What follows belongs to an exercise in optimizing a design on an open flow for small area, a short achievable clock period and few clock cycles per item; a production flow would make more cautious choices. RTL that was checked went through simulation tests only; none was proved equivalent to the original. Function not checked in runs 2 to 4: the RTL went through the layout flow alone.

<file path="run.sh">
#!/bin/bash
# synth_recipe.tcl (not shown) runs the flow's synth.tcl, then flattens the netlist and writes it again
# the make line also repeats each setting of config.mk as NAME=value (left out here)
make -C /OpenROAD-flow-scripts/flow DESIGN_CONFIG=/design/flow/config.mk WORK_HOME=/design/flow/orfs CLKGATE_MAP_FILE= SYNTH_SCRIPT=/design/flow/synth_recipe.tcl finish
</file>
<file path="config.mk">
export PLATFORM = sky130hd
export DESIGN_NAME = V_CORDIC_Unit
export DESIGN_NICKNAME = V_CORDIC_Unit
export VERILOG_FILES = /design/flow/design.v
export SDC_FILE = /design/flow/constraint.sdc
export NUM_CORES = 4
export LEC_CHECK = 0
export CAP_MARGIN = 20
export CORE_MARGIN = 2
export CORE_UTILIZATION = 40
export SLEW_MARGIN = 20
</file>
<file path="constraint.sdc">
create_clock -name core_clock -period 10.0 [get_ports {clk}]
set_input_delay 2.0000 -clock core_clock [delete_from_list [all_inputs] [get_ports {clk}]]
set_output_delay 2.0000 -clock core_clock [all_outputs]
set_load 0.01 [all_outputs]
</file>
<file path="design.v">
module LUT (
    input [3:0]       sel,
    input             en,
    input             clk,
    input             rst,
    output reg [31:0] value
);
    reg [31:0] mem1 [14:0];
    reg ON;
    always@(posedge clk or posedge rst)begin
        if(rst)begin
            mem1[0]<=32'b00101101000000000000000000000000;
            mem1[1]<=32'b00011010100100001111000011110101;
            mem1[2]<=32'b00001110000010010010011010100101;
            mem1[3]<=32'b00000111001000000010001111010000;
            mem1[4]<=32'b00000011100100110111101010111111;
            mem1[5]<=32'b00000001110010010101110010101101;
            mem1[6]<=32'b00000000111001001001001011100101;
            mem1[7]<=32'b00000000011100100010110100010110;
            mem1[8]<=32'b00000000001110010001110100111111;
            mem1[9]<=32'b00000000000111001100001111011101;
            mem1[10]<=32'b00000000000011100010010010000111;
            mem1[11]<=32'b00000000000001110010001010010000;
            mem1[12]<=32'b00000000000000111001000101111100;
            mem1[13]<=32'b00000000000000011110011001101110;
            mem1[14]<=32'b00000000000000001110010101010111;     
        end
    end
    always@(posedge clk or posedge rst)begin
        if(rst)begin
            ON <= 0;
        end
        else begin
            if(en)begin
                ON <= 1;
            end
        end
    end
    always@(*)begin
        if(ON)begin
            value = mem1[sel];
        end
        else 
            value = 0;
    end
endmodule
module V_CORDIC (
    input signed [31:0]      i_data_1, 
    input signed [31:0]      i_data_2,
    input                    en,
    input                    rst,
    input                    clk,
    input signed [31:0]      LUT,
    output reg signed [31:0] o_data_1,
    output reg signed [31:0] o_data_2,
    output reg signed [31:0] angle,
    output reg               done_flag, 
    output [3:0]             sel
);
    localparam signed [31:0] COS_ANG = 32'b00000000100110110111010011101111;  
    reg [3:0] counter;
    reg signed [31:0] buff_data_1;
    reg signed [31:0] buff_data_2;
    reg signed [31:0] buff_angle;
    wire signed [63:0] product1,product2;
    reg                ON;
    always@(posedge clk or posedge rst)begin
        if(rst)begin
            buff_data_1 <= 32'h0;
            buff_data_2 <= 32'h0;
            done_flag   <= 32'h0;
            buff_angle  <= 32'h0;
            angle       <= 32'h0;
            o_data_1    <= 32'h0;
            o_data_2    <= 32'h0;
            ON          <= 0;
            counter     <= 0;
        end
        else begin
            if(ON)begin
                if(counter == 15)begin
                    o_data_1  <= product1[31:0];
                    o_data_2  <= product2[31:0];
                    counter   <= 0;
                    done_flag <= 1;
                    angle     <= buff_angle;
                    ON        <= 0;
                end
                else begin
                    if(counter == 0)begin
                        if(i_data_2[31])begin
                            buff_data_1 <= i_data_1 - (i_data_2>>>(counter));
                            buff_data_2 <= i_data_2 + (i_data_1>>>(counter));
                            buff_angle  <= buff_angle + LUT; 
                        end
                        else begin
                            buff_data_1 <= i_data_1 + (i_data_2>>>(counter));
                            buff_data_2 <= i_data_2 - (i_data_1>>>(counter));
                            buff_angle  <= buff_angle - LUT;  
                        end
                    end
                    else begin
                        if(buff_data_2[31])begin
                            buff_data_1 <= buff_data_1 - (buff_data_2>>>(counter));
                            buff_data_2 <= buff_data_2 + (buff_data_1>>>(counter));
                            buff_angle  <= buff_angle + LUT;
                        end
                        else begin
                            buff_data_1 <= buff_data_1 + (buff_data_2>>>(counter));
                            buff_data_2 <= buff_data_2 - (buff_data_1>>>(counter));
                            buff_angle  <= buff_angle - LUT;
                        end
                    end
                end
                counter <= counter + 1;
            end
            if(en)begin
                ON <= 1;
            end
            if(done_flag)begin
                done_flag <= 0;
                buff_angle<= 0;
                buff_data_1<=0;
                buff_data_2<=0;
            end
        end
    end
    assign sel = counter;
    assign product1 = (COS_ANG*buff_data_1)>>>24;
    assign product2 = (COS_ANG*buff_data_2)>>>24;
endmodule
module V_CORDIC_Unit (
    input signed [31:0]      i_data_1, 
    input signed [31:0]      i_data_2,
    input                    en,
    input                    rst,
    input                    clk,
    output signed [31:0]     o_data_1,
    output signed [31:0]     o_data_2,
    output signed [31:0]     angle,
    output                   done_flag
);
    wire [31:0] LUT;
    wire [3:0]  sel;    
    V_CORDIC veccor (
        .i_data_1(i_data_1),
        .i_data_2(i_data_2),
        .en(en),
        .rst(rst),
        .clk(clk),
        .LUT(LUT),
        .o_data_1(o_data_1),
        .o_data_2(o_data_2),
        .angle(angle),
        .done_flag(done_flag),
        .sel(sel)
    );
    LUT lut (
        .sel(sel),
        .en(en),
        .clk(clk),
        .rst(rst),
        .value(LUT)
    );
endmodule
</file>
==> reports/metrics.csv, run 1 <==
stage,metric,value,unit
layout,n_antenna_cell,0,
cts,htree_num_levels,4,
grt,grt_start_max_net_pins,106,
yosys,synth_area,59780,um2
placement,gp_congestion,1.005,
outcome,outcome,timing/DRC/antenna clean,
routing,drtAntennaViolNets,0,
sta,setup_tns,0,ns
sta,fin_crit_sh,83.58,%
yosys,synth_fa_ha_area_share,44.57,%
layout,layout.nets,8367,
yosys,synth_warnings,3,
grt,antenna_found_initial,3,
yosys,synth_simple_gate_area_share,9.552,%
yosys,syn_area_per_cell,9.042,um2
placement,place_ws,1.642,ns
worst_setup_path,start_kind,flop,
cts,cts_setup_buffers,0,
yosys,ys_seq_area_share,8.330,%
sta,period_needed,8.358,ns
worst_hold_path,worstHoldEndpoint,veccor.o_data_2[9],
yosys,synth_top_cell_area_share,26.89,%
grt,track_usage,25.49,%
cts,cts_tree,done,
worst_hold_path,whs_path_depth,2,
yosys,synth_most_common_cell,inv_1,
worst_setup_path,reg2reg_slack,1.64,ns
yosys,synth-compound-area-share,13.41,%
yosys,syn_nets,8326,
worst_setup_path,required,10.43,ns
worst_setup_path,worstSetupPathType,reg -> reg,
worst_setup_path,r2r_start,veccor.buff_data_2[27],
run,maxCapViolations,0,
worst_hold_path,hold_path_class,reg -> reg,
routing,drt_wl_total,192900,um
routing,drtIter0Drc,3820,
yosys,synth_xor_area_share,6.168,%
yosys,yosys-top-cells-count,"inv_1 (1262), ha_1 (844), fa_1 (803), nand2_1 (466), a21oi_1 (378)",
worst_setup_path,crit_path_start,veccor.buff_data_2[27],
die,core.rowCount,141,
sta,slew_viol_final,0,
yosys,ys.flop_type,dfrtp_1,
die,core,148000,um2
layout,area_growth,7.248,%
grt,grt_pass1_vias,48820,
placement,dp_hpwl,158700,um
routing,drc,0,
sta,worstMarginPinSlew,1.127,ns
cts,cts_made_buffers,17,
sta,final_hold_viol_count,0,
sta,grt_setup_unrepaired,no,
die,ios,164,
cts,clock-root-buffer,clkbuf_16,
grt,grt_pass1_wl,298500,um
placement,io_buffers,163,
layout,fillers,14660,
yosys,synth_cell_type_count,100,
worst_hold_path,min_from,veccor.o_data_2[9],
cts,cts_max_path_buffers,2,
yosys,synth_top_family_by_area,adder cells,
yosys,synth_edf_count,0,
yosys,synth_top_area_cell,fa_1,
die,dieArea,152600,um2
yosys,synthArstFlopShare,100.0,%
worst_setup_path,critical_path_arrival,8.79,ns
grt,grt_overflow,0,
cts,cts_hold_buf,0,
sta,setup_violations,0,
sta,worst_clock_skew,0.03205,ns
sta,clock.fmax,119.6,MHz
sta,relSlewSlack,24.67,%
yosys,muxShareOfSynthArea,8.361,%
cts,cts.sinks,199,
cts,clkTransAtPathRegs,0.11,ns
yosys,yosys-top-cells-area,"fa_1 (27%), ha_1 (18%), dfrtp_1 (8.3%), inv_1 (7.9%), mux4_2 (4.7%)",
routing,viasPerCell,5.565,
worst_setup_path,rr_worst_depth,24,
yosys,ys_ff_latch,199,
worst_setup_path,crit_fanout,16,
cts,insertion_delay,0.59,ns
die,die_h,390.6,um
cts,cts_resized,0,
layout,utilization,43.32,%
routing,wl_per_cell,22.44,um
die,dieWidth,390.6,um
sta,worst_hold_slack,0.4783,ns
layout,drive_gt1_share,5.731,%
die,start_util,40.39,%
yosys,synth_cells,6612,
worst_setup_path,end_kind,flop,
worst_setup_path,r2r_end,veccor.o_data_2[31],
sta,setup_ws,1.642,ns
routing,vias,47840,
routing,drt_pass1_iterations,7,
-- metal layers --
layer	share of wire, %	global-route usage, %
met4	3.2	7.434
met2	47	42.21
met1	43	34.56
met3	6.2	3.599
met5	0.0067	0
-- cell type report --
type,instances,area [um2],area share (%)
clock inverter,15,237.7,0.3708
multi-input combinational,4933,49090,76.57
tap,1930,2415,3.766
sequential,199,5001,7.800
clock buffer,17,425.4,0.6635
timing repair buffer,232,2170,3.384
inverter,1270,4776,7.449
-- stage by stage --
step                std cells  cell area, um2
detailed placement       8564           63450
floorplan                6612           59780
CTS                      8596           64120
global route             8596           64120
finish                   8596           64120
global placement         8564           63450
-- critical path, cell delays in order (launching register included) --
cell	delay (ns)
dfrtp_1	0.93
fa_1	0.57
fa_1	0.56
inv_1	0.06
fa_1	0.62
inv_1	0.08
fa_1	0.49
fa_1	0.50
fa_1	0.49
inv_1	0.05
fa_1	0.48
inv_1	0.05
ha_1	0.34
and2_1	0.17
a311o_1	0.35
a221oi_1	0.28
o21ai_0	0.13
a21o_1	0.27
a211oi_2	0.39
o21ai_1	0.23
a221o_1	0.40
o41a_1	0.37
a21oi_1	0.19
xnor2_1	0.14
o21ai_1	0.07
-- cell families (layout without fill, tap and decap cells) --
logic type,Yosys count,after routing
buf+inv,1480,1534
compound gates,1288,1288
xor+xnor,421,421
fa+ha+maj,1648,1648
flops,199,199
simple gates,1250,1250
mux,326,326
-- cell usage in the layout, fill, tap and decap left out, drive strengths merged, types with 64 or more instances in the layout --
cell           instances
xor2                 181
nand3                 64
o21ai                334
nor2                 366
inv                 1279
buf                   70
a21oi                378
xnor2                240
dfrtp                199
fa                   803
nand2                466
mux2                  89
a211oi                82
a21o                 133
nor3                  85
mux2i                110
mux4                 127
ha                   844
clkdlybuf4s50        162
-- flip-flops by register name (all words and copies together) (netlist names) --
| signal | flops |
|---|---|
| veccor.ON | 1 |
| veccor.angle | 32 |
| veccor.buff_data_2 | 32 |
| lut.ON | 1 |
| veccor.o_data_1 | 32 |
| veccor.buff_data_1 | 32 |
| veccor.buff_angle | 32 |
| veccor.o_data_2 | 32 |
| veccor.done_flag | 1 |
| veccor.counter | 4 |
-- worst max-delay path by stage --
stage / to / cells past startpoint
final: veccor.o_data_2[31] / 24
after floorplan: veccor.o_data_2[31] / 24
after CTS: veccor.o_data_1[27] / 24
after global routing: veccor.o_data_1[31] / 24
after detailed placement: veccor.o_data_2[31] / 24
after global placement: veccor.o_data_2[31] / 24
Testbench counts, summed over its fixed seeds: cycles 8,712, items 512.
==> run 2, diff against run 1 <==
==> design.v (replaced) <==
module LUT (
    input      [3:0]  sel,
    output reg [31:0] value
);
    always @(*) begin
        case (sel)
        4'd0:  value = 32'h5A000000;
        4'd1:  value = 32'h3521E1EA;
        4'd2:  value = 32'h1C124D4A;
        4'd3:  value = 32'h0E4047A0;
        4'd4:  value = 32'h0726F57E;
        4'd5:  value = 32'h0392B95A;
        4'd6:  value = 32'h01C925CA;
        4'd7:  value = 32'h00E45A2C;
        4'd8:  value = 32'h00723A7E;
        4'd9:  value = 32'h003987BA;
        4'd10: value = 32'h001C490E;
        4'd11: value = 32'h000E4520;
        4'd12: value = 32'h000722F8;
        4'd13: value = 32'h0003CCDC;
        4'd14: value = 32'h0001CAAE;
        default: value = 32'h0;
        endcase
    end
endmodule
module V_CORDIC (
    input signed [31:0]      i_data_1,
    input signed [31:0]      i_data_2,
    input                    en,
    input                    rst,
    input                    clk,
    input         [31:0]     LUT,
    output        [31:0]     o_data_1,
    output        [31:0]     o_data_2,
    output        [31:0]     angle,
    output reg               done_flag,
    output        [3:0]      sel
);
    localparam [31:0] ANG0 = 32'h9C20A7BB;    
    reg        busy;
    reg [4:0]  cnt;           
    reg [32:0] x, y;          
    reg [31:0] a;
    reg [32:0] hx, hy;
    reg        iter, swp, last, minv;
    reg [3:0]  sh;
    wire [4:0] cnt_n = busy ? cnt + 5'd1 : 5'd0;
    reg  [3:0] sh_n;
    reg        minv_n;
    always @(*) begin
        minv_n = 1'b0;
        case (cnt_n)
        5'd15: begin sh_n = 4'd1; minv_n = 1'b1; end
        5'd16: begin sh_n = 4'd3; end
        5'd17: begin sh_n = 4'd4; minv_n = 1'b1; end
        5'd18: begin sh_n = 4'd2; end
        5'd19: begin sh_n = 4'd2; minv_n = 1'b1; end
        5'd20: begin sh_n = 4'd3; end
        5'd21: begin sh_n = 4'd3; end
        5'd22: begin sh_n = 4'd3; minv_n = 1'b1; end
        5'd23: begin sh_n = 4'd2; end
        default: sh_n = cnt_n[3:0];
        endcase
    end
    wire neg = y[31];
    wire signed [32:0] shx = $signed(y) >>> sh;
    wire signed [32:0] shy = $signed(x) >>> sh;
    wire invx = iter ? neg  : minv;
    wire invy = iter ? ~neg : minv;
    wire cix  = iter & neg;
    wire ciy  = iter & ~neg;
    wire [32:0] ax = iter ? x : hx;
    wire [32:0] ay = iter ? y : hy;
    wire [32:0] sumx = ax + (shx ^ {33{invx}}) + {32'd0, cix};
    wire [32:0] sumy = ay + (shy ^ {33{invy}}) + {32'd0, ciy};
    wire [31:0] suma = a + (LUT & {32{neg}});
    wire [32:0] rx = iter ? {sumx[31], sumx[31:0]} : sumx;
    wire [32:0] ry = iter ? {sumy[31], sumy[31:0]} : sumy;
    always @(posedge clk or posedge rst) begin
        if (rst) begin
            busy      <= 1'b0;
            cnt       <= 5'd0;
            done_flag <= 1'b0;
            iter      <= 1'b1;
            swp     <= 1'b0;
            last      <= 1'b0;
            minv      <= 1'b0;
            sh        <= 4'd0;
        end else begin
            done_flag <= busy & last;
            busy      <= busy ? ~last : en;
            cnt       <= cnt_n;
            iter      <= (cnt_n < 5'd15);
            swp     <= (cnt_n >= 5'd14);
            last      <= (cnt_n == 5'd23);
            minv      <= minv_n;
            sh        <= sh_n;
        end
    end
    always @(posedge clk) begin
        if (!busy) begin
            x <= {i_data_1[31], i_data_1};
            y <= {i_data_2[31], i_data_2};
            a <= ANG0;
        end else begin
            x <= swp ? ry : rx;
            y <= swp ? rx : ry;
            if (iter)
                a <= suma;
        end
        if (iter) begin
            hx <= rx;
            hy <= ry;
        end
    end
    assign sel      = cnt[3:0];
    assign o_data_1 = y[32:1];
    assign o_data_2 = x[32:1];
    assign angle    = a;
endmodule
module V_CORDIC_Unit (
    input signed [31:0]      i_data_1, 
    input signed [31:0]      i_data_2,
    input                    en,
    input                    rst,
    input                    clk,
    output signed [31:0]     o_data_1,
    output signed [31:0]     o_data_2,
    output signed [31:0]     angle,
    output                   done_flag
);
    wire [31:0] LUT;
    wire [3:0]  sel;    
    V_CORDIC veccor (
        .i_data_1(i_data_1),
        .i_data_2(i_data_2),
        .en(en),
        .rst(rst),
        .clk(clk),
        .LUT(LUT),
        .o_data_1(o_data_1),
        .o_data_2(o_data_2),
        .angle(angle),
        .done_flag(done_flag),
        .sel(sel)
    );
    LUT lut (
        .sel(sel),
        .value(LUT)
    );
endmodule
--- a/config.mk
+++ b/config.mk
@@ -9,3 +9,4 @@
 export CORE_MARGIN = 2
 export CORE_UTILIZATION = 40
+export SETUP_SLACK_MARGIN = 5
 export SLEW_MARGIN = 20
==> reports/metrics.csv, run 2 <==
stage,metric,value,unit,change
outcome,outcome,timing/DRC/antenna clean,,
yosys,synthArstFlopShare,8.427,%,-92 points
cts,cts_tree,done,,
sta,fin_crit_sh,47.72,%,-36 points
grt,antenna_found_initial,0,,-3
grt,grt_pass1_wl,79970,um,-73%
worst_setup_path,rr_worst_depth,19,,-21%
die,ios,164,,unchanged
worst_setup_path,slowest_stage,mux4_2,,
yosys,yosys-top-cells-area,"edfxtp_1 (12%), dfxtp_1 (12%), ha_1 (7.7%), mux2i_1 (7.2%), mux2_2 (5.6%)",,
yosys,synth_top_area_cell,edfxtp_1,,
sta,grt_setup_unrepaired,yes,,
sta,relSlewSlack,36.79,%,+12 points
die,dieArea,43440,um2,-72%
die,core,41020,um2,-72%
grt,grt_overflow,0,,unchanged
routing,drc,0,,unchanged
layout,layout.nets,2092,,-75%
layout,final_common_cell,a21oi_1,,
layout,final_area,19170,um2,-70%
sta,slew_viol_final,0,,unchanged
routing,drtAntennaViolNets,0,,unchanged
cts,cts_made_buffers,17,,unchanged
sta,clock.fmax,209.6,MHz,+75%
routing,vias,14290,,-70%
layout,mostFrequentLayoutCells,"a21oi_1 (184), nor2_1 (162), clkdlybuf4s50_1 (162)",,
sta,worstMarginPinSlew,0.9481,ns,-0.1794 ns
yosys,synth_edf_count,66,,+66
cts,cts.sinks,178,,-11%
yosys,synth_most_common_cell,a21oi_1,,
worst_hold_path,min_from,veccor.a[25],,
yosys,ys_seq_area_share,25.73,%,+17 points
yosys,ys_ff_latch,178,,-11%
worst_setup_path,crit_fanout,52,,+36
layout,n_antenna_cell,0,,unchanged
sta,final_hold_viol_count,0,,unchanged
worst_hold_path,hold_path_class,reg -> reg,,
grt,track_usage,23.51,%,-2.0 points
yosys,syn_area_per_cell,8.863,um2,-2.0%
yosys,synth_cell_type_count,100,,unchanged
die,start_util,40.75,%,+0.36 points
worst_setup_path,required,10.37,ns,-0.06 ns
layout,drive_gt1_share,13.68,%,+7.9 points
die,core.rowCount,74,,-48%
yosys,synth_cells,1886,,-71%
die,die_h,208.4,um,-47%
cts,insertion_delay,0.46,ns,-0.13 ns
layout,area_growth,14.66,%,
placement,io_buffers,162,,-0.61%
worst_setup_path,worstSetupPathType,reg -> reg,,
worst_setup_path,r2r_start,veccor.sh[2],,
routing,drt_pass1_iterations,5,,-2
worst_setup_path,r2r_end,veccor.y[32],,
yosys,ys.flop_type,dfxtp_1,,
placement,dp_hpwl,37820,um,-76%
die,dieWidth,208.4,um,-47%
yosys,synth_area,16720,um2,-72%
cts,cts_max_path_buffers,2,,unchanged
routing,drtIter0Drc,1285,,-66%
routing,viasPerCell,5.804,,+4.3%
worst_setup_path,start_kind,flop,,
cts,clock-root-buffer,clkbuf_16,,
worst_setup_path,reg2reg_slack,5.23,ns,+3.59 ns
routing,wl_per_cell,21.01,um,-6.4%
cts,clkTransAtPathRegs,0.08,ns,-0.03 ns
cts,cts_hold_buf,0,,unchanged
routing,drt_wl_total,51720,um,-73%
grt,grt_start_max_net_pins,90,,-15%
cts,htree_num_levels,4,,unchanged
worst_hold_path,whs_path_depth,2,,unchanged
sta,setup_tns,0,ns,unchanged
sta,setup_violations,0,,unchanged
sta,period_needed,4.772,ns,-3.586 ns
yosys,synth_top_cell_area_share,11.86,%,-15 points
yosys,yosys-top-cells-count,"a21oi_1 (185), nor2_1 (164), nand2_1 (152), mux2i_1 (121), ha_1 (103)",,
placement,placed_cell_area,18180,um2,-71%
grt,grt_pass1_vias,13830,,-72%
worst_setup_path,crit_chain,buf_12 > inv_4 > buf_12 > mux4_2 > nor2_1 > a21oi_1 > xor2_1 > fa_2 > fa_2 > a21oi_2 > o221ai_4 > a31oi_4 > o31a_4 > o21ai_2 > a31o_1 > a2111o_1 > nand4_1 > o21ai_2 > o221ai_1,,
yosys,synth_warnings,2,,-1
sta,worst_clock_skew,0.01770,ns,-0.01435 ns
worst_setup_path,end_kind,flop,,
run,maxCapViolations,0,,unchanged
worst_setup_path,cpPeakStageDelay,0.52,ns,-0.41 ns
worst_hold_path,worstHoldEndpoint,veccor.a[25],,
placement,gp_congestion,0.9323,,-7.2%
worst_setup_path,critical_path_arrival,5.14,ns,-3.65 ns
yosys,syn_nets,2061,,-75%
## run 2: changes by cell type after synthesis, moves of 193 or more
cell / change
a21oi_1: -193
nand2_1: -314
o21ai_0: -210
ha_1: -741
inv_1: -1221
fa_1: -798
nor2_1: -201
## run 2: final cells by class
type                            instances  area [um2]
Clock buffer                           19       475.5
Timing Repair Buffer                  194        2048
Sequential cell                       178        4323
Multi-Input combinational cell       1482       11380
Inverter                               44       167.7
Clock inverter                         13       106.4
Fill cell                            3954       21850
Tap cell                              532       665.6
## run 2: cell families (layout without fill, tap and decap cells)
family                     count (synthesis)  count (layout)  share of synthesized area (%)
xor gates and xnor gates                 151             151                          8.338
buffers and inverters                    226             270                          6.796
DFF                                      178             178                          25.73
and+or+nand+nor                          463             463                          12.43
adders and majority gates                108             108                          8.308
muxes                                    235             235                          17.01
AOI/OAI and AO/OA                        524             524                          21.36
other                                      1               1                        0.02243
## run 2: worst max path at each step
stage | from | end | slack [ns]
after global placement | veccor.iter | veccor.hy[32] | 4.11
final | veccor.sh[2] | veccor.y[32] | 5.23
after global routing | veccor.cnt[0] | veccor.a[25] | 4.95
after floorplan | veccor.iter | veccor.x[32] | 5.10
after detailed placement | veccor.iter | veccor.hy[32] | 4.09
after CTS | veccor.iter | veccor.hy[32] | 4.99
## run 2: metal layers
metal	global-route usage [%]	up-vias	share of wire [%]
met5	0	-	0
met4	7.194	0	2.1
met3	3.909	47	5.5
met2	37.56	450	46
met1	32.46	6916	46
li1	-	6877	-
## run 2: metrics by stage
| step | std cells | utilization [%] | hold slack [ns] | setup slack (ns) |
|---|---|---|---|---|
| floorplan | 1886 | - | 0.4164 | 5.100 |
| global placement | 2414 | 44.33 | 0.4781 | 4.106 |
| detailed placement | 2414 | 44.33 | 0.4854 | 4.090 |
| CTS | 2458 | 46.38 | 0.4949 | 4.987 |
| global route | 2462 | 46.73 | 0.5299 | 4.947 |
| finish | 2462 | 46.73 | 0.4982 | 5.228 |
## run 2: repair_timing
action	CTS	global route
pin swaps	2	11
gates resized for setup	23	20
buffers inserted	10	3
endpoints found under the setup margin	68	40
cloned	2	1
endpoints found under the hold margin	0	0
## run 2: worst max-delay path: cells and delay by family (launching register included)
family / cells / cell delay, ns
flip-flops: 1 / 0.42
buffers and inverters: 3 / 0.51
AO/OA/AOI/OAI: 10 / 1.97
multiplexers: 1 / 0.52
adder cells (fa/ha/maj): 2 / 0.83
AND/OR/NAND/NOR: 2 / 0.21
XOR/XNOR: 1 / 0.19
==> run 3, diff against run 2 <==
--- a/config.mk
+++ b/config.mk
@@ -9,4 +9,3 @@
 export CORE_MARGIN = 2
 export CORE_UTILIZATION = 40
-export SETUP_SLACK_MARGIN = 5
 export SLEW_MARGIN = 20
==> reports/metrics.csv, run 3 <==
stage,metric,value,unit,change
layout,layout.nets,2076,,-0.76%
worst_setup_path,crit_chain,inv_1 > nor2_1 > a21o_1 > buf_4 > xnor2_1 > fa_1 > fa_1 > a211oi_2 > o21ai_2 > o2111ai_2 > a21oi_2 > a21boi_4 > o21bai_2 > a311oi_1 > xnor2_1 > mux2i_4 > inv_1,,
die,ios,164,,unchanged
yosys,yosys-top-cells-area,"edfxtp_1 (12%), dfxtp_1 (12%), ha_1 (7.7%), mux2i_1 (7.2%), mux2_2 (5.6%)",,
routing,viasPerCell,5.767,,-0.65%
yosys,synth_area,16720,um2,unchanged
cts,clock-root-buffer,clkbuf_16,,
yosys,yosys-top-cells-count,"a21oi_1 (185), nor2_1 (164), nand2_1 (152), mux2i_1 (121), ha_1 (103)",,
sta,fin_crit_sh,62.55,%,+15 points
cts,cts_hold_buf,0,,unchanged
outcome,outcome,timing/DRC/antenna clean,,
worst_setup_path,start_kind,flop,,
cts,htree_num_levels,4,,unchanged
yosys,synthArstFlopShare,8.427,%,unchanged
worst_setup_path,cpPeakStageDelay,1.18,ns,+0.66 ns
placement,placed_cell_area,18180,um2,unchanged
die,core.rowCount,74,,unchanged
routing,wl_per_cell,20.29,um,-3.4%
worst_setup_path,r2r_start,veccor.iter,,
layout,utilization,45.74,%,-0.99 points
yosys,synth_cells,1886,,unchanged
cts,cts_tree,done,,
worst_setup_path,reg2reg_slack,3.75,ns,-1.48 ns
sta,worstMarginPinSlew,0.8943,ns,-0.05376 ns
sta,period_needed,6.255,ns,+1.483 ns
yosys,ys.flop_type,dfxtp_1,,
yosys,syn_nets,2061,,unchanged
grt,grt_pass1_vias,13500,,-2.4%
die,core,41020,um2,unchanged
worst_setup_path,slowest_stage,dfstp_4,,
routing,drtIter0Drc,1187,,-7.6%
grt,track_usage,22.51,%,-1.0 points
worst_setup_path,required,10.21,ns,-0.16 ns
routing,drt_pass1_iterations,6,,+1
layout,final_common_cell,a21oi_1,,
cts,cts_max_path_buffers,2,,unchanged
yosys,synth_most_common_cell,a21oi_1,,
yosys,ys_ff_latch,178,,unchanged
layout,mostFrequentLayoutCells,"a21oi_1 (184), nor2_1 (164), clkdlybuf4s50_1 (162)",,
cts,clkTransAtPathRegs,0.07,ns,about the same
die,dieArea,43440,um2,unchanged
yosys,synth_edf_count,66,,unchanged
sta,final_hold_viol_count,0,,unchanged
grt,grt_pass1_wl,76990,um,-3.7%
sta,setup_violations,0,,unchanged
sta,setup_tns,0,ns,unchanged
cts,cts_resized,0,,-100%
routing,drc,0,,unchanged
worst_setup_path,crit_fanout,71,,+37%
yosys,ys_seq_area_share,25.73,%,unchanged
sta,clock.fmax,159.9,MHz,-24%
die,dieWidth,208.4,um,unchanged
worst_hold_path,hold_path_class,reg -> reg,,
die,die_h,208.4,um,unchanged
yosys,synth_top_cell_area_share,11.86,%,unchanged
layout,n_antenna_cell,0,,unchanged
die,start_util,40.75,%,unchanged
worst_setup_path,end_kind,flop,,
placement,dp_hpwl,37360,um,-1.2%
yosys,synth_cell_type_count,100,,unchanged
routing,drtAntennaViolNets,0,,unchanged
yosys,synth_warnings,2,,unchanged
sta,worst_hold_slack,0.5017,ns,+0.003459 ns
cts,cts_made_buffers,17,,unchanged
run,maxCapViolations,0,,unchanged
worst_setup_path,endpoint,veccor.hy[32],,
grt,antenna_found_initial,1,,+1
layout,drive_gt1_share,12.12,%,-1.6 points
yosys,synth_top_area_cell,edfxtp_1,,
worst_setup_path,worstSetupPathType,reg -> reg,,
routing,drt_wl_total,49640,um,-4.0%
sta,slew_viol_final,0,,unchanged
worst_setup_path,rr_worst_depth,17,,-2
cts,insertion_delay,0.47,ns,about the same
layout,area_growth,12.23,%,
sta,grt_setup_unrepaired,no,,
routing,vias,14110,,-1.3%
grt,grt_overflow,0,,unchanged
placement,gp_congestion,0.8806,,-5.5%
placement,io_buffers,162,,unchanged
layout,final_area,18760,um2,-2.1%
worst_setup_path,crit_path_start,veccor.iter,,
cts,cts_setup_buffers,0,,-10
grt,grt_start_max_net_pins,72,,-20%
sta,worst_clock_skew,0.01404,ns,-0.003663 ns
cts,cts.sinks,178,,unchanged
worst_setup_path,r2r_end,veccor.hy[32],,
sta,relSlewSlack,40.01,%,+3.2 points
worst_setup_path,critical_path_arrival,6.46,ns,+1.32 ns
yosys,syn_area_per_cell,8.863,um2,unchanged
-- run 3: cell counts after synthesis --
Identical to the previous run, type by type.
-- run 3: cell type report --
cell class	count	area (um2)
clock inverter	10	92.59
clock buffer	22	485.5
fill	3971	22260
multi-input combinational	1482	11290
timing repair buffer	178	1742
tap	532	665.6
sequential	178	4319
inverter	44	165.2
-- run 3: layer usage --
layer	part of all wire, %	vias to the layer above	wire, um	GRT usage, %
met5	0	-	0	0
met4	2.1	0	1034	6.549
met3	5.8	55	2866	3.442
met2	46	489	22730	36.50
met1	46	6730	23010	30.97
li1	-	6831	-	-
-- run 3: logic make-up after synthesis --
logic type	Yosys count	share of synthesized area, %
AO/OA/AOI/OAI	524	21.36
XOR/XNOR	151	8.338
adder cells (fa/ha/maj)	108	8.308
buffers and inverters	226	6.796
flip-flops	178	25.73
multiplexers	235	17.01
other	1	0.02243
AND/OR/NAND/NOR	463	12.43
-- run 3: through the flow --
stage                     std cells  worst slack [ns]
after CTS                      2446             3.735
after global placement         2414             3.829
after global routing           2446             3.400
after detailed placement       2414             3.779
after floorplan                1886             4.646
final                          2446             3.745
-- run 3: worst min-delay path by stage --
stage           startpoint          end  depth (start not counted)
3_3_place_gp   veccor.last  veccor.busy                          1
2_1_floorplan  veccor.last  veccor.busy                          1
6_report       veccor.last  veccor.busy                          1
4_1_cts        veccor.last  veccor.busy                          1
5_1_grt        veccor.last  veccor.busy                          1
3_5_place_dp   veccor.last  veccor.busy                          1
-- run 3: critical path, delay by kind of cell, from the launching register on --
kind,cells,cell delay (ns)
muxes,1,0.20
adders and majority gates,2,1.01
xor gates and xnor gates,2,0.39
buffers and inverters,3,0.96
and+or+nand+nor,1,0.30
AOI/OAI and AO/OA,8,1.95
DFF,1,1.18
==> run 4, diff against run 3 <==
==> flow/run.sh (new file) <==
#!/bin/bash
# Standard ORFS layout, with repair_timing aiming at a larger setup margin.
set -o pipefail
bash standard.sh SETUP_SLACK_MARGIN=6.5 finish > standard.log 2>&1
==> standard.sh (new file) <==
#!/bin/bash
# synth_recipe.tcl (not shown) runs the flow's synth.tcl, then flattens the netlist and writes it again
# the make line also repeats each setting of config.mk as NAME=value (left out here)
make -C /OpenROAD-flow-scripts/flow DESIGN_CONFIG=/design/flow/config.mk WORK_HOME=/design/flow/orfs CLKGATE_MAP_FILE= SYNTH_SCRIPT=/design/flow/synth_recipe.tcl "${@:-finish}"
removed: run.sh
==> reports/metrics.csv, run 4 <==
stage,metric,value,unit,change
yosys,synth_cell_type_count,100,,unchanged
placement,io_buffers,162,,unchanged
die,ios,164,,unchanged
worst_setup_path,end_kind,flop,,
cts,clock-root-buffer,clkbuf_16,,
yosys,syn_nets,2061,,unchanged
layout,layout.nets,2251,,+8.4%
die,dieArea,43440,um2,unchanged
routing,drc,0,,unchanged
routing,drt_wl_total,57110,um,+15%
grt,grt_pass1_wl,85750,um,+11%
layout,mostFrequentLayoutCells,"clkdlybuf4s50_1 (152), a21oi_1 (149), nand2_1 (147), nor2_1 (147), buf_4 (122)",,
die,core,41020,um2,unchanged
worst_setup_path,required,10.22,ns,about the same
sta,setup_tns,0,ns,unchanged
yosys,yosys-top-cells-count,"a21oi_1 (185), nor2_1 (164), nand2_1 (152), mux2i_1 (121), ha_1 (103)",,
routing,drtIter0Drc,1318,,+11%
yosys,synth_area,16720,um2,unchanged
sta,grt_setup_unrepaired,yes,,
placement,dp_hpwl,38200,um,+2.3%
routing,vias,15440,,+9.5%
worst_setup_path,slowest_stage,mux4_2,,
cts,insertion_delay,0.46,ns,about the same
sta,worst_clock_skew,0.01430,ns,+0.0002589 ns
yosys,synth_top_cell_area_share,11.86,%,unchanged
worst_setup_path,worstSetupPathType,reg -> reg,,
yosys,synth_edf_count,66,,unchanged
worst_setup_path,crit_chain,buf_12 > mux4_2 > mux2_2 > a21oi_1 > xnor2_1 > ha_2 > o211ai_1 > o21ai_2 > o2111ai_4 > a21oi_4 > a21boi_4 > buf_6 > o31ai_2 > a31oi_2 > mux2i_2 > or2_4,,
yosys,synth_most_common_cell,a21oi_1,,
worst_setup_path,cpPeakStageDelay,0.56,ns,-0.62 ns
sta,clock.fmax,217.3,MHz,+36%
yosys,syn_area_per_cell,8.863,um2,unchanged
grt,grt_pass1_vias,15070,,+12%
die,core.rowCount,74,,unchanged
layout,utilization,55.00,%,+9.3 points
placement,placed_cell_area,18350,um2,+0.89%
die,start_util,40.75,%,unchanged
die,die_h,208.4,um,unchanged
sta,fin_crit_sh,46.03,%,-17 points
sta,relSlewSlack,47.53,%,+7.5 points
yosys,yosys-top-cells-area,"edfxtp_1 (12%), dfxtp_1 (12%), ha_1 (7.7%), mux2i_1 (7.2%), mux2_2 (5.6%)",,
sta,slew_viol_final,0,,unchanged
yosys,ys_ff_latch,178,,unchanged
routing,viasPerCell,5.890,,+2.1%
yosys,synth_cells,1886,,unchanged
cts,cts_max_path_buffers,2,,unchanged
yosys,ys.flop_type,dfxtp_1,,
worst_setup_path,start_kind,flop,,
outcome,outcome,timing/DRC/antenna clean,,
layout,n_antenna_cell,0,,unchanged
yosys,synth_warnings,2,,unchanged
cts,clkTransAtPathRegs,0.08,ns,about the same
layout,area_growth,34.95,%,
sta,worstMarginPinSlew,0.7871,ns,-0.1073 ns
yosys,synth_top_area_cell,edfxtp_1,,
die,dieWidth,208.4,um,unchanged
yosys,synthArstFlopShare,8.427,%,unchanged
sta,period_needed,4.603,ns,-1.652 ns
sta,final_hold_viol_count,0,,unchanged
placement,gp_congestion,0.9180,,+4.2%
grt,grt_overflow,0,,unchanged
run,maxCapViolations,0,,unchanged
grt,antenna_found_initial,1,,unchanged
yosys,ys_seq_area_share,25.73,%,unchanged
routing,wl_per_cell,21.79,um,+7.4%
worst_setup_path,crit_fanout,7,,-90%
routing,drt_pass1_iterations,6,,unchanged
cts,cts_made_buffers,17,,unchanged
sta,setup_violations,0,,unchanged
routing,drtAntennaViolNets,0,,unchanged
sta,worst_hold_slack,0.4357,ns,-0.06596 ns
cts,cts_tree,done,,
layout,final_common_cell,clkdlybuf4s50_1,,
grt,grt_start_max_net_pins,79,,+9.7%
worst_hold_path,hold_path_class,reg -> reg,,
cts,htree_num_levels,4,,unchanged
layout,final_area,22560,um2,+20%
cts,cts.sinks,178,,unchanged
grt,track_usage,25.17,%,+2.7 points
worst_setup_path,critical_path_arrival,4.82,ns,-1.64 ns
layout,drive_gt1_share,33.89,%,+22 points
run 4: final timing paths:
check,from,endpoint,slack [ns],cells past startpoint
min reg2reg,veccor.last,veccor.busy,0.44,1
min,veccor.last,veccor.busy,0.44,1
max,veccor.sh[0],veccor.hy[30],5.40,16
min in group asynchronous,rst,veccor.done_flag,1.92,2
max reg2reg,veccor.sh[0],veccor.hy[30],5.40,16
max in group asynchronous,rst,veccor.sh[2],7.60,2
run 4: per-stage QoR:
| stage | setup slack, ns | instances |
|---|---|---|
| finish | 5.397 | 2621 |
| global route | 5.238 | 2621 |
| CTS | 5.448 | 2561 |
| detailed placement | 4.388 | 2411 |
| global placement | 4.485 | 2411 |
| floorplan | 5.611 | 1886 |
run 4: timing repair:
item / in CTS / in global routing
setup endpoints to repair: 205 / 149
buffers inserted: 112 / 58
gates cloned: 6 / 2
hold buffers: 0 / 0
gates resized for setup: 292 / 182
pin swaps: 104 / 115
run 4: final cells by class:
| type | instances | area [um2] |
|---|---|---|
| fill | 3626 | 18460 |
| multi-input combinational | 1482 | 13070 |
| sequential | 178 | 4423 |
| timing repair buffer | 351 | 3555 |
| tap | 532 | 665.6 |
| clock buffer | 18 | 429.2 |
| inverter | 44 | 206.4 |
| clock inverter | 14 | 191.4 |
| timing repair inverter | 2 | 15.01 |
run 4: kinds of logic (layout without fill, tap and decap cells):
logic type / Yosys count / in the layout / share of synthesized area, %
compound gates: 524 / 524 / 21.36
simple gates: 463 / 463 / 12.43
mux: 235 / 235 / 17.01
buf+inv: 226 / 429 / 6.796
flops: 178 / 178 / 25.73
xor+xnor: 151 / 151 / 8.338
fa+ha+maj: 108 / 108 / 8.308
other cells: 1 / 1 / 0.02243
run 4: critical path: cells and delay by family, from the launching register on:
family          cells  cell delay, ns
fa+ha+maj           1            0.43
simple gates        1            0.23
xor+xnor            1            0.10
compound gates      8            1.68
buf+inv             2            0.30
flops               1            0.54
mux                 3            1.08
run 4: layer usage:
layer	vias up	wire, um	track usage (%)
met1	7525	24040	31.87
met5	-	13	0
met2	614	27590	42.65
li1	7182	-	-
met3	115	3722	5.268
met4	2	1736	8.286

## what the ideal ports hide
The results above use ideal ports. As a check the final layouts listed here were re-extracted and re-timed, cells and wires unchanged. Step 1 sets driving cells, clkbuf_16 on the clock port and buf_2 on the other inputs (assumed; they add their load-dependent delay and slew). Step 2 also shifts input and output timing later by t, the mid clock arrival at the registers, as if the neighbouring blocks saw the same clock. Slacks: no drivers / after step 1 / after step 2; pairs: no drivers / after step 1.
run	shift t [ns]	setup slack, ns	cell pins on the clock port's net
run 1	0.644	1.642 / 1.642 / 1.642	1
run 2	0.510	5.228 / 5.228 / 5.228	1
run 3	0.513	3.745 / 3.745 / 3.745	1
run 4	0.506	5.397 / 5.397 / 5.397	1
After both steps every run listed still meets setup and hold.
